What follows belongs to an exercise in optimizing a design on an open flow for small area, a short achievable clock period and few clock cycles per item; a production flow would make more cautious choices.
Where RTL was checked, it was by simulation tests only, not by an equivalence proof against the original.
Power and IR drop assume default switching activity.

// deinterlacer_v2
module deinterlacer_v2 (
	clock,
	reset,
	dout_data,
	dout_ready,
	dout_valid,
	dout_startofpacket,
	dout_endofpacket,
	din_data,
	din_ready,
	din_valid,
	din_startofpacket,
	din_endofpacket
);
localparam DW = 24;
input  logic          clock;
input  logic          reset;
output logic [DW-1:0] dout_data;
input  logic          dout_ready;
output logic          dout_valid;
output logic          dout_startofpacket;
output logic          dout_endofpacket;
input  logic [DW-1:0] din_data;
output logic          din_ready;
input  logic          din_valid;
input  logic          din_startofpacket;
input  logic          din_endofpacket;
localparam [2:0] S_C0 = 3'd0, S_C1 = 3'd1, S_C2 = 3'd2, S_C3 = 3'd3,
                 S_HDR = 3'd4, S_PIX = 3'd5;
logic [2:0] ss;                     
localparam [2:0] O_IDLE = 3'd0, O_B1 = 3'd1, O_B2 = 3'd2, O_B3 = 3'd3,
                 O_VHDR = 3'd4, O_PIX = 3'd5;
logic [2:0] so;                     
logic [15:0] cw;                    
logic [14:0] ch;                    
logic [4:0]  wm1;                   
logic        wsel;                  
logic        oact;                  
logic        ahead;                 
logic        wfull;                 
logic        copy1;                 
logic        lastline;              
logic [4:0]  wp, op;                
logic [4:0]  k;                     
logic [4:0]  aw;                    
logic [DW-1:0]    r0;
logic [16*DW-1:0] s16;
logic [8*DW-1:0]  s8;
logic [4*DW-1:0]  s4;
logic [2*DW-1:0]  s2;
logic [DW-1:0]    s1;
wire  [DW-1:0] o16 = wm1[4] ? s16[16*DW-1 -: DW] : r0;
wire  [DW-1:0] o8  = wm1[3] ? s8[8*DW-1 -: DW]   : o16;
wire  [DW-1:0] o4  = wm1[2] ? s4[4*DW-1 -: DW]   : o8;
wire  [DW-1:0] o2  = wm1[1] ? s2[2*DW-1 -: DW]   : o4;
wire  [DW-1:0] tap = wm1[0] ? s1                 : o2;
always_ff @(posedge clock) begin : loop
	r0  <= wsel ? din_data : tap;
  ...
Size: ~1400 cells after synthesis, roughly 860 flip-flops, about 58 I/O pins, roughly 0.022 mm² of cells after synthesis.
clock: 8.0 ns
lec_check: 0
abc_clock_period_in_ps: 2500
cap_margin: 20
core_margin: 2
core_utilization: 50
cts_buf_list: sky130_fd_sc_hd__clkbuf_4 sky130_fd_sc_hd__clkbuf_8
cts_cluster_size: 30
setup_slack_margin: 5
slew_margin: 20
standard.sh (not shown) runs the stock make flow with config.mk's settings and CLKGATE_MAP_FILE= SYNTH_SCRIPT=/design/flow/synth_recipe.tcl, a recipe that flattens the netlist after the stock synthesis.
==> flow/flow/run.sh <==
#!/bin/bash
# Standard layout, with plain buffers on the ports and no CTS dummy loads.
export BUFFER_PORTS_ARGS="-buffer_cell sky130_fd_sc_hd__buf_2"
export CTS_ARGS="-sink_clustering_enable -repair_clock_nets -dont_use_dummy_load -sink_clustering_size 30 -buf_list {sky130_fd_sc_hd__clkbuf_4 sky130_fd_sc_hd__clkbuf_8}"
bash standard.sh > standard.log 2>&1
==> next run, changes <==
--- a/flow/design.v
+++ b/flow/design.v
@@ -103,21 +103,27 @@
 wire [4:0] wp_n = write_now ? (wp_last ? 5'd0 : wp + 5'd1) : wp;
 wire [4:0] aw_n = write_now ? 5'd0 : aw_inc;
 wire [4:0] op_n = pix_load ? (op_last ? 5'd0 : op + 5'd1) : op;
 wire copy1_n    = (pix_load && op_last) ? ~copy1 : copy1;
 wire [4:0] k_n  = fresh ? 5'd0 : k_inc;
 wire lastline_n = (write_now && wp_last) ? din_endofpacket : (lastline && !(retire && !ahead));
-wire sink_pix_n = (ss_n == S_PIX);
-wire src_pix_n  = (so == O_VHDR) ||
-                  (so == O_B3 && can_load) ||
-                  (so == O_PIX && !(lastline && copy1 && op_last && k == op && !ahead));
-wire mid_n   = !wfull_n && wp_n != 5'd0 && aw_n == 5'd0 &&
-               (!(ahead || (start && oact)) || wp_n < op);
-wire fresh_n = !oact && !write_now;
-wire early_n = wfull && copy1 && op != 5'd0 && k_p1 == wm1 && wm1 != 5'd0 && !lastline && !ahead;
-wire wsel_n  = sink_pix_n && src_pix_n && (mid_n || fresh_n || early_n);
+wire wp_zero   = (wp == 5'd0);
+wire ahead_w   = ahead || (wp_zero && wfull);               
+wire [4:0] wp_p1 = wp + 5'd1;
+wire mid_w     = !wp_last && (!ahead_w || wp_p1 < op);         
+wire mid_nw    = !wfull && !wp_zero && (aw_inc == 5'd0) && (!ahead || wp < op);
+wire early_n   = wfull && copy1 && op != 5'd0 && k_p1 == wm1 && wm1 != 5'd0 && !lastline && !ahead;
+wire src_pix_n = (so == O_VHDR) ||
+                 (so == O_B3 && can_load) ||
+                 (so == O_PIX && !(lastline && copy1 && op_last && k == op && !ahead));
+wire spix_v    = (ss == S_HDR) || (ss == S_PIX && !(wsel && wp_last && din_endofpacket));
+wire spix_nv   = (ss == S_PIX);
+wire wsel_v    = spix_v && src_pix_n && (wsel ? (mid_w || early_n) : (mid_nw || early_n || !oact));
+wire wsel_nv   = spix_nv && src_pix_n && (mid_nw || early_n || !oact);
+wire wsel_n    = din_valid ? wsel_v : wsel_nv;
+wire drdy_n    = din_valid ? (!spix_v || wsel_v) : (!spix_nv || wsel_nv);
 always_ff @(posedge clock or posedge reset) begin : states
 	if (reset) begin
 		ss        <= S_C0;
 		so        <= O_IDLE;
 		wsel      <= 0;
 		din_ready <= 1;
@@ -131,13 +137,13 @@
 		k         <= 0;
 		aw        <= 0;
 	end else begin
 		ss        <= ss_n;
 		so        <= so_n;
 		wsel      <= wsel_n;
-		din_ready <= !sink_pix_n || wsel_n;
+		din_ready <= drdy_n;
 		oact      <= oact_n;
 		ahead     <= ahead_n;
 		wfull     <= wfull_n;
 		copy1     <= copy1_n;
 		lastline  <= lastline_n;
 		wp        <= wp_n;
The changed run passed the timing, design-rule and antenna checks. Core utilization came out lower by 1.0 points. Flip-flop and latch count is unchanged. Worst setup slack is better by 0.11 ns. First-iteration DRC count came out lower by 20%. Clock power came out lower by about 5%. Die area came out higher by 1.2%. Fmax came out higher by 3.8%. Register-to-register slack is better by 0.19 ns. Power came out lower by 1.9%. Critical path depth came out lower by 10. Area after synthesis came out higher by 1.2%.
Testbench counts after the change, summed over its fixed seeds: cycles 15,218, frames 64.
Only the layout flow was run in the first run of this note; the RTL was not checked for function there.

==> what the ideal ports hide <==
How much do the figures lean on ideal ports? The routed layouts below were timed once more, with nothing changed but the port constraints.
Step 1 (the two cells are an assumption about what drives the block):
set clk [get_ports {clock}]
set_driving_cell -lib_cell sky130_fd_sc_hd__clkbuf_16 $clk
set_driving_cell -lib_cell sky130_fd_sc_hd__buf_2 [delete_from_list [all_inputs] $clk]
Step 2 also shifts input and output timing later by t, the mid clock arrival at the registers, as if the neighbouring blocks saw the same clock.
a / b / c = ideal ports / drivers / drivers and shift; a / b = the first two.
run | t, ns | setup slack, ns | slew at the worst register clock pin (ns) | pins driven straight from the clock port
the first run | 0.740 | 4.933 / 4.885 / 4.145 | 0.07 / 0.07 | 1
the second run | 0.712 | 5.044 / 4.990 / 4.595 | 0.06 / 0.06 | 1
After both steps every run listed still meets setup and hold. For the first run, which loses most, drivers alone change the setup slack by -0.048 ns; drivers and shift together by -0.788 ns.
